What follows belongs to an exercise in optimizing a design on an open flow for small area; a production flow would make more cautious choices.
At most, simulation tests tie the RTL to the original design; equivalence was not proved.
Power and IR drop assume default switching activity.

Setup of T:
==> module fifo_buffer, before the edit <==
module fifo_buffer
(
	input clock, reset_n,
	input write_enable, read_enable,
	input [7:0] data_in,
	input [5:0] full_thres,
	input sh_load, sh_shift, sh_hold,
	output [8:0] sh,
	output head_at_tap,
	output empty, full
);
reg [5:0] fifo_cnt;
reg [4:0] wpos;
reg [7:0] data_d;
reg staged;
wire wr = write_enable & ~full;
wire rd = read_enable & ~empty;
assign full  = fifo_cnt == full_thres;
assign empty = fifo_cnt == 0;
wire [4:0] wpos_e = empty ? 5'd30 : wpos;
wire ins = wpos_e[0] ? staged : wr;
wire [7:0] bus = wpos_e[0] ? data_d : data_in;
wire may_clear = ins | (~wpos_e[0] & ~fifo_cnt[5]);
wire [5:0] cnt_inc = fifo_cnt + 6'd1;
always @(posedge clock) begin
	if (reset_n == 0)
		fifo_cnt <= 0;
	else if (wr & ~rd)
		fifo_cnt <= cnt_inc;
	else if (rd & ~wr)
		fifo_cnt <= fifo_cnt - 1;
	wpos <= wpos_e + 5'd1 + {4'd0, wr};
	data_d <= data_in;
	staged <= wr & wpos_e[0];
end
wire [15:0] keep_n, load_n;
fifo_select SELECT
(
	.pos(wpos_e[4:1]),
	.may_clear(may_clear),
	.ins(ins),
	.keep_n(keep_n),
	.load_n(load_n)
);
fifo_store STORE
(
	.clock(clock),
	.keep_n(keep_n),
	.load_n(load_n),
	.bus(bus),
	.sh_load(sh_load),
	.sh_shift(sh_shift),
	.sh_hold(sh_hold),
	.sh(sh)
);
assign head_at_tap = wpos == fifo_cnt[4:0];
endmodule
==> module fifo_select, before the edit <==
module fifo_select
(
	input [3:0] pos,
	input may_clear, ins,
	output [15:0] keep_n, load_n
);
wire [3:0] lo = 4'b0001 << pos[1:0];
wire [3:0] hi = 4'b0001 << pos[3:2];
wire [3:0] lo_clear = lo & {4{may_clear}};
wire [3:0] lo_ins = lo & {4{ins}};
genvar j;
generate
	for (j = 0; j < 16; j = j + 1) begin : g_sel
		assign keep_n[j] = lo_clear[j % 4] & hi[j / 4];
		assign load_n[j] = ~(lo_ins[j % 4] & hi[j / 4]);
	end
endgenerate
endmodule
export LEC_CHECK = 0
export CAP_MARGIN = 20
export CORE_MARGIN = 2
export CORE_UTILIZATION = 65
export PLACE_DENSITY = 0.75
export SLEW_MARGIN = 20
export SYNTH_HIERARCHICAL = 1
export SYNTH_MINIMUM_KEEP_SIZE = 600
create_clock -name core_clock -period 10.0 [get_ports {clock_i}]
standard.sh (not shown) runs the stock make flow with config.mk's settings and CLKGATE_MAP_FILE= SYNTH_SCRIPT=/design/flow/synth_recipe.tcl, a recipe that flattens the netlist after the stock synthesis.
==> flow/flow/run.sh <==
#!/bin/bash
# The standard layout (standard.sh, with the standard synthesis) with three changes:
# port buffers are buf_1 cells; before repair_design, each cell that drives at
# most 8 pins gets its smallest drive strength (flow/downsize.tcl); and
# clock-tree synthesis uses clusters of up to 20 sinks on clkbuf_8 leaves
# without dummy loads.
set -euo pipefail
here=$(pwd)
export BUFFER_PORTS_ARGS="-buffer_cell sky130_fd_sc_hd__buf_1"
export PRE_RESIZE_TCL="$here/flow/downsize.tcl"
export CTS_ARGS="-sink_clustering_enable -repair_clock_nets -dont_use_dummy_load -buf_list sky130_fd_sc_hd__clkbuf_8 -sink_clustering_size 20 -sink_clustering_max_diameter 70"
bash standard.sh > "$here/standard.log" 2>&1
==> flow/flow/downsize.tcl <==
# Run before repair_design (PRE_RESIZE_TCL): a cell whose output drives at
# most 8 input pins gets the smallest-area variant of its own function (same
# cell name, other drive strength). repair_design, which follows, sizes up
# or buffers wherever slew or capacitance still needs it.
set db [ord::get_db]
set dont_use $::env(DONT_USE_CELLS)
set n 0
set saved 0.0
foreach inst [[ord::get_db_block] getInsts] {
  set m [$inst getMaster]
  if {[$m getType] ne "CORE" || [$m isSequential]} { continue }
  set name [$m getName]
  if {![regexp {^(sky130_fd_sc_hd__[a-z0-9]+)_([0-9]+)$} $name -> base size]} { continue }
  set fanout -1
  foreach it [$inst getITerms] {
    if {[$it isOutputSignal] && [$it getNet] ne "NULL"} {
      set fanout [expr {[llength [[$it getNet] getITerms]] + [llength [[$it getNet] getBTerms]] - 1}]
    }
  }
  if {$fanout < 1 || $fanout > 8} { continue }
  set best $m
  set area [expr {[$m getWidth] * [$m getHeight]}]
  set best_area $area
  foreach s {0 1 2 3 4 6 8 12 16} {
    set c [$db findMaster ${base}_$s]
    if {$c eq "NULL"} { continue }
    if {[lsearch -exact $dont_use [$c getName]] >= 0} { continue }
    set a [expr {[$c getWidth] * [$c getHeight]}]
    if {$a < $best_area} { set best $c; set best_area $a }
  }
  if {$best ne $m} {
    if {[catch {replace_cell [sta::find_instance [$inst getName]] [$best getName]} err]} {
      puts "downsize: could not resize [$inst getName]: $err"
    } else {
      incr n
      set saved [expr {$saved + ($area - $best_area) / 1e6}]
    }
  }
}
puts [format "downsize: %d cells resized, %.1f um2 saved" $n $saved]
Input changes introduced in P (baseline for comparison: T):
==> flow/design.v, changed modules only <==
module fifo_buffer
(
	input clock, reset_n,
	input write_enable, read_enable,
	input [7:0] data_in,
	input [5:0] full_thres,
	input sh_load, sh_shift, sh_hold,
	output [8:0] sh,
	output head_at_tap,
	output empty, full
);
reg [5:0] fifo_cnt;
reg [4:0] wpos;
reg [7:0] data_d;
reg staged;
wire wr = write_enable & ~full;
wire rd = read_enable & ~empty;
assign full  = fifo_cnt == full_thres;
assign empty = fifo_cnt == 0;
wire [4:0] wpos_e = empty ? 5'd30 : wpos;
wire ins = wpos_e[0] ? staged : wr;
wire [7:0] bus = wpos_e[0] ? data_d : data_in;
wire may_clear = ins | (~wpos_e[0] & ~fifo_cnt[5]);
wire [5:0] cnt_inc = fifo_cnt + 6'd1;
always @(posedge clock) begin
	if (reset_n == 0)
		fifo_cnt <= 0;
	else if (wr & ~rd)
		fifo_cnt <= cnt_inc;
	else if (rd & ~wr)
		fifo_cnt <= fifo_cnt - 1;
	wpos <= wpos_e + 5'd1 + {4'd0, wr};
	data_d <= data_in;
	staged <= wr & wpos_e[0];
end
wire [15:0] keep_n, load_n;
genvar j;
generate
	for (j = 0; j < 16; j = j + 1) begin : g_sel
		wire here = wpos_e[4:1] == j;
		assign keep_n[j] = here & may_clear;
		assign load_n[j] = ~(here & ins);
	end
endgenerate
fifo_store STORE
(
	.clock(clock),
	.keep_n(keep_n),
	.load_n(load_n),
	.bus(bus),
	.sh_load(sh_load),
	.sh_shift(sh_shift),
	.sh_hold(sh_hold),
	.sh(sh)
);
assign head_at_tap = wpos == fifo_cnt[4:0];
endmodule
// module fifo_select removed
Of P and T, T shows the higher sequential cell area fraction in the yosys report, with P below it.
Compared with T, P shows a area after synthesis that is about 0.9% higher.
The standard cells in P occupy more silicon area than those in T do.
Of P and T, the lower critical path depth belongs to T.
Cmp P vs T: detailed-route wire length higher in P
P vs T: count of placed standard cells in the final layout, fillers left out up slightly
The RTL of P was laid out without a check of its function.

---

## v6
uart_transmitter, a different RTL version from the one above (not shown whole).
For scale: roughly 630 cells after synthesis, roughly 21 I/O pins, ~8800 µm² of cells after synthesis.
==> module fifo_buffer, before the edit <==
module fifo_buffer
(
	input clock, reset_n,
	input write_enable, read_enable,
	input [7:0] data_in,
	input [5:0] full_thres,
	output [7:0] tap_data,
	output head_at_tap,
	output empty, full
);
reg [5:0] fifo_cnt;
reg [4:0] wpos;
reg [255:0] ring;
reg [7:0] data_d;
reg staged;
wire wr = write_enable & ~full;
wire rd = read_enable & ~empty;
assign full  = fifo_cnt == full_thres;
assign empty = fifo_cnt == 0;
wire [4:0] wpos_e = empty ? 5'd0 : wpos;
wire ins = wpos_e[0] ? staged : wr;
wire [7:0] bus = wpos_e[0] ? data_d : data_in;
always @(posedge clock) begin
	if (reset_n == 0)
		fifo_cnt <= 0;
	else if (wr & ~rd)
		fifo_cnt <= fifo_cnt + 1;
	else if (rd & ~wr)
		fifo_cnt <= fifo_cnt - 1;
	wpos <= wpos_e + 5'd1 + {4'd0, wr};
	data_d <= data_in;
	staged <= wr & wpos_e[0];
end
wire go = ~empty & ins;
wire [3:0] pa = {wpos[2] & wpos[1], wpos[2] & ~wpos[1], ~wpos[2] & wpos[1], ~wpos[2] & ~wpos[1]};
wire [3:0] pb = {wpos[4] & wpos[3], wpos[4] & ~wpos[3], ~wpos[4] & wpos[3], ~wpos[4] & ~wpos[3]};
wire [3:0] pa_go = pa & {4{go}};
wire [15:0] sel_all;
genvar j;
generate
	for (j = 0; j < 16; j = j + 1) begin : g_dec
		if (j == 0) begin : g_zero
			assign sel_all[j] = (pa_go[0] & pb[0]) | (empty & wr);
		end else begin : g_other
			assign sel_all[j] = pa_go[j % 4] & pb[j / 4];
		end
	end
endgenerate
genvar i;
generate
	for (i = 0; i < 32; i = i + 1) begin : g_ring
		if (i % 2 == 0) begin : g_even
			wire sel = sel_all[i / 2];
			wire [7:0] din = ((i / 2) % 2) ? bus : ~bus;
			always @(posedge clock)
				ring[8*i +: 8] <= ~(sel ? din : ring[8*((i+31)%32) +: 8]);
		end else begin : g_odd
			always @(posedge clock)
				ring[8*i +: 8] <= ring[8*(i-1) +: 8];
		end
	end
endgenerate
assign tap_data = ring[7:0];
assign head_at_tap = wpos == fifo_cnt[4:0] + 5'd1;
endmodule
==> flow/config.mk <==
export PLATFORM = sky130hd
export DESIGN_NAME = uart_transmitter
export DESIGN_NICKNAME = uart_transmitter
export VERILOG_FILES = /design/flow/design.v
export SDC_FILE = /design/flow/constraint.sdc
export NUM_CORES = 4
export LEC_CHECK = 0
export CAP_MARGIN = 20
export CORE_MARGIN = 2
export CORE_UTILIZATION = 65
export PLACE_DENSITY = 0.75
export SLEW_MARGIN = 20
==> flow/constraint.sdc <==
create_clock -name core_clock -period 10.0 [get_ports {clock_i}]
set_input_delay 2.0000 -clock core_clock [delete_from_list [all_inputs] [get_ports {clock_i}]]
set_output_delay 2.0000 -clock core_clock [all_outputs]
set_load 0.01 [all_outputs]
==> flow/flow/run.sh <==
#!/bin/bash
# The standard layout (standard.sh, with the standard synthesis) with two changes:
# port buffers are buf_1 cells, and clock-tree synthesis uses large clusters of
# clkbuf_16 leaves without dummy loads.
set -euo pipefail
here=$(pwd)
export BUFFER_PORTS_ARGS="-buffer_cell sky130_fd_sc_hd__buf_1"
export CTS_ARGS="-sink_clustering_enable -repair_clock_nets -dont_use_dummy_load -buf_list sky130_fd_sc_hd__clkbuf_16 -sink_clustering_size 30 -sink_clustering_max_diameter 100"
bash standard.sh > "$here/standard.log" 2>&1
v6 reached the final stage; the timing, DRC and antenna checks on its layout passed.
### v6 -> v7
--- a/flow/design.v
+++ b/flow/design.v
@@ -6,13 +6,13 @@
 	input [5:0] full_thres,
 	output [7:0] tap_data,
 	output head_at_tap,
 	output empty, full
 );
 reg [5:0] fifo_cnt;
-reg [4:0] wpos;
+reg [4:0] wpos, rpos;
 reg [255:0] ring;
 reg [7:0] data_d;
 reg staged;
 wire wr = write_enable & ~full;
 wire rd = read_enable & ~empty;
 assign full  = fifo_cnt == full_thres;
@@ -25,46 +25,32 @@
 		fifo_cnt <= 0;
 	else if (wr & ~rd)
 		fifo_cnt <= fifo_cnt + 1;
 	else if (rd & ~wr)
 		fifo_cnt <= fifo_cnt - 1;
 	wpos <= wpos_e + 5'd1 + {4'd0, wr};
+	rpos <= empty ? 5'd0 : rpos + 5'd1 + {4'd0, rd};
 	data_d <= data_in;
 	staged <= wr & wpos_e[0];
 end
-wire go = ~empty & ins;
-wire [3:0] pa = {wpos[2] & wpos[1], wpos[2] & ~wpos[1], ~wpos[2] & wpos[1], ~wpos[2] & ~wpos[1]};
-wire [3:0] pb = {wpos[4] & wpos[3], wpos[4] & ~wpos[3], ~wpos[4] & wpos[3], ~wpos[4] & ~wpos[3]};
-wire [3:0] pa_go = pa & {4{go}};
-wire [15:0] sel_all;
-genvar j;
-generate
-	for (j = 0; j < 16; j = j + 1) begin : g_dec
-		if (j == 0) begin : g_zero
-			assign sel_all[j] = (pa_go[0] & pb[0]) | (empty & wr);
-		end else begin : g_other
-			assign sel_all[j] = pa_go[j % 4] & pb[j / 4];
-		end
-	end
-endgenerate
 genvar i;
 generate
 	for (i = 0; i < 32; i = i + 1) begin : g_ring
 		if (i % 2 == 0) begin : g_even
-			wire sel = sel_all[i / 2];
+			wire sel = ins & (wpos_e[4:1] == i / 2);
 			wire [7:0] din = ((i / 2) % 2) ? bus : ~bus;
 			always @(posedge clock)
 				ring[8*i +: 8] <= ~(sel ? din : ring[8*((i+31)%32) +: 8]);
 		end else begin : g_odd
 			always @(posedge clock)
 				ring[8*i +: 8] <= ring[8*(i-1) +: 8];
 		end
 	end
 endgenerate
 assign tap_data = ring[7:0];
-assign head_at_tap = wpos == fifo_cnt[4:0] + 5'd1;
+assign head_at_tap = rpos == 5'd0;
 endmodule
 module tx_baud_gen
 (
 	input clock, reset_n,
 	input [1:0] baudrate_select,
 	output tx_baud
- There was hardly any difference in non-clock buffering overhead in the final layout between v7 and v6.
- v7 and v6 ended up with roughly the same clock share of power.
- [compare] base=v6 new=v7: worst setup timing slack at the placement stage went down; wire length on met2 went up.
- In the flow results for v6 and v7, the largest voltage drop on the vdd net is smaller on v6.
- Area: v7 vs v6 -> v7 larger
- Per the comparison of v7 with v6, slack of the worst reg-to-reg path decreased by 0.57 ns relative to the old numbers, critical path depth increased by 1 relative to the old numbers.
- When the final numbers for v6 and v7 were put side by side, the utilization turned out to be greater in v7.
- v7 — number of non-filler instances in the completed layout about 2.7% higher, v6 as reference
- In v7 the synthesized cell count turned out 16 higher than in v6.

---

uart_transmitter, a different RTL version from the one above (not shown whole).
For scale: ~810 cells after synthesis, about 290 flip-flops, roughly 21 I/O pins, roughly 10000 um2 of cells after synthesis.
==> module fifo_buffer, before the edit <==
module fifo_buffer
(
	input clock, reset_n,
	input write_enable, read_enable,
	input [7:0] data_in,
	input [5:0] full_thres,
	output [7:0] tap_data,
	output head_at_tap,
	output empty, full
);
reg [5:0] fifo_cnt;
reg [4:0] wpos, rpos;
reg [255:0] ring;
wire wr = write_enable & ~full;
wire rd = read_enable & ~empty;
assign full  = fifo_cnt == full_thres;
assign empty = fifo_cnt == 0;
wire [4:0] wpos_e = empty ? 5'd0 : wpos;
always @(posedge clock) begin
	if (reset_n == 0)
		fifo_cnt <= 0;
	else if (wr & ~rd)
		fifo_cnt <= fifo_cnt + 1;
	else if (rd & ~wr)
		fifo_cnt <= fifo_cnt - 1;
	wpos <= wpos_e + 5'd1 + {4'd0, wr};
	rpos <= empty ? 5'd0 : rpos + 5'd1 + {4'd0, rd};
end
genvar i;
generate
	for (i = 0; i < 32; i = i + 1) begin : g_ring
		wire sel = wr & (wpos_e == i);
		wire [7:0] din = (i % 2) ? data_in : ~data_in;
		always @(posedge clock)
			ring[8*i +: 8] <= ~(sel ? din : ring[8*((i+31)%32) +: 8]);
	end
endgenerate
assign tap_data = ring[7:0];
assign head_at_tap = rpos == 5'd0;
endmodule
make LEC_CHECK=0 CAP_MARGIN=20 CORE_MARGIN=2 CORE_UTILIZATION=40 SLEW_MARGIN=20 finish   # period 10.0 ns
run.sh (not shown) runs the stock make flow with config.mk's settings and CLKGATE_MAP_FILE= SYNTH_SCRIPT=/design/flow/synth_recipe.tcl, a recipe that flattens the netlist after the stock synthesis.
Stock flow here: none of the scripts above is used.
Next try:
--- a/flow/design.v
+++ b/flow/design.v
@@ -11,11 +11,15 @@
 reg [5:0] fifo_cnt;
 reg [4:0] wpos, rpos;
 reg [255:0] ring;
+reg [7:0] data_d;
+reg staged;
 wire wr = write_enable & ~full;
 wire rd = read_enable & ~empty;
 assign full  = fifo_cnt == full_thres;
 assign empty = fifo_cnt == 0;
 wire [4:0] wpos_e = empty ? 5'd0 : wpos;
+wire ins = wpos_e[0] ? staged : wr;
+wire [7:0] bus = wpos_e[0] ? data_d : data_in;
 always @(posedge clock) begin
 	if (reset_n == 0)
 		fifo_cnt <= 0;
@@ -25,14 +29,21 @@
 		fifo_cnt <= fifo_cnt - 1;
 	wpos <= wpos_e + 5'd1 + {4'd0, wr};
 	rpos <= empty ? 5'd0 : rpos + 5'd1 + {4'd0, rd};
+	data_d <= data_in;
+	staged <= wr & wpos_e[0];
 end
 genvar i;
 generate
 	for (i = 0; i < 32; i = i + 1) begin : g_ring
-		wire sel = wr & (wpos_e == i);
-		wire [7:0] din = (i % 2) ? data_in : ~data_in;
-		always @(posedge clock)
-			ring[8*i +: 8] <= ~(sel ? din : ring[8*((i+31)%32) +: 8]);
+		if (i % 2 == 0) begin : g_even
+			wire sel = ins & (wpos_e[4:1] == i / 2);
+			wire [7:0] din = ((i / 2) % 2) ? bus : ~bus;
+			always @(posedge clock)
+				ring[8*i +: 8] <= ~(sel ? din : ring[8*((i+31)%32) +: 8]);
+		end else begin : g_odd
+			always @(posedge clock)
+				ring[8*i +: 8] <= ring[8*(i-1) +: 8];
+		end
 	end
 endgenerate
 assign tap_data = ring[7:0];
What happened: The new run ran to the end with no violations; final area came out lower by 11%; total power came out lower by 2.8%; via count came out lower by 17%; critical path depth does not change; clock skew stays flat; die area came out lower by 13%; fmax came out higher by 2.4%; wire length came out lower by 19%; sequential cell count came out higher by 9.

==> static timing again, ports no longer ideal <==
The results above use ideal ports. As a check the final layouts listed here were re-extracted and re-timed, cells and wires unchanged.
Step 1 sets driving cells, clkbuf_16 on the clock port and buf_2 on the other inputs (assumed; they add their load-dependent delay and slew).
Step 2 also shifts input and output timing later by t, the mid clock arrival at the registers, as if the neighbouring blocks saw the same clock.
a / b / c = no drivers / after step 1 / after step 2; a / b = the first two.
| run | shift t [ns] | setup WS [ns] | worst register clock-pin slew, ns | worst slew at a driven data input, ns |
|---|---|---|---|---|
| T | 0.532 | 5.119 / 5.097 / 5.097 | 0.11 / 0.11 | 0.03 |
| P | 0.536 | 4.618 / 4.593 / 4.593 | 0.12 / 0.12 | 0.03 |
| v6 | 0.498 | 5.259 / 5.239 / 5.187 | 0.11 / 0.11 | 0.03 |
| v7 | 0.504 | 5.029 / 5.009 / 5.009 | 0.11 / 0.11 | 0.04 |
| the first run of note 3 | 0.575 | 4.160 / 4.123 / 4.123 | 0.06 / 0.06 | 0.04 |
| the second run of note 3 | 0.577 | 4.299 / 4.271 / 4.271 | 0.07 / 0.07 | 0.04 |
After both steps setup and hold are still met in every run listed. The setup slack of v6, which loses most, moves by -0.020 ns with the drivers and by -0.072 ns with both steps.
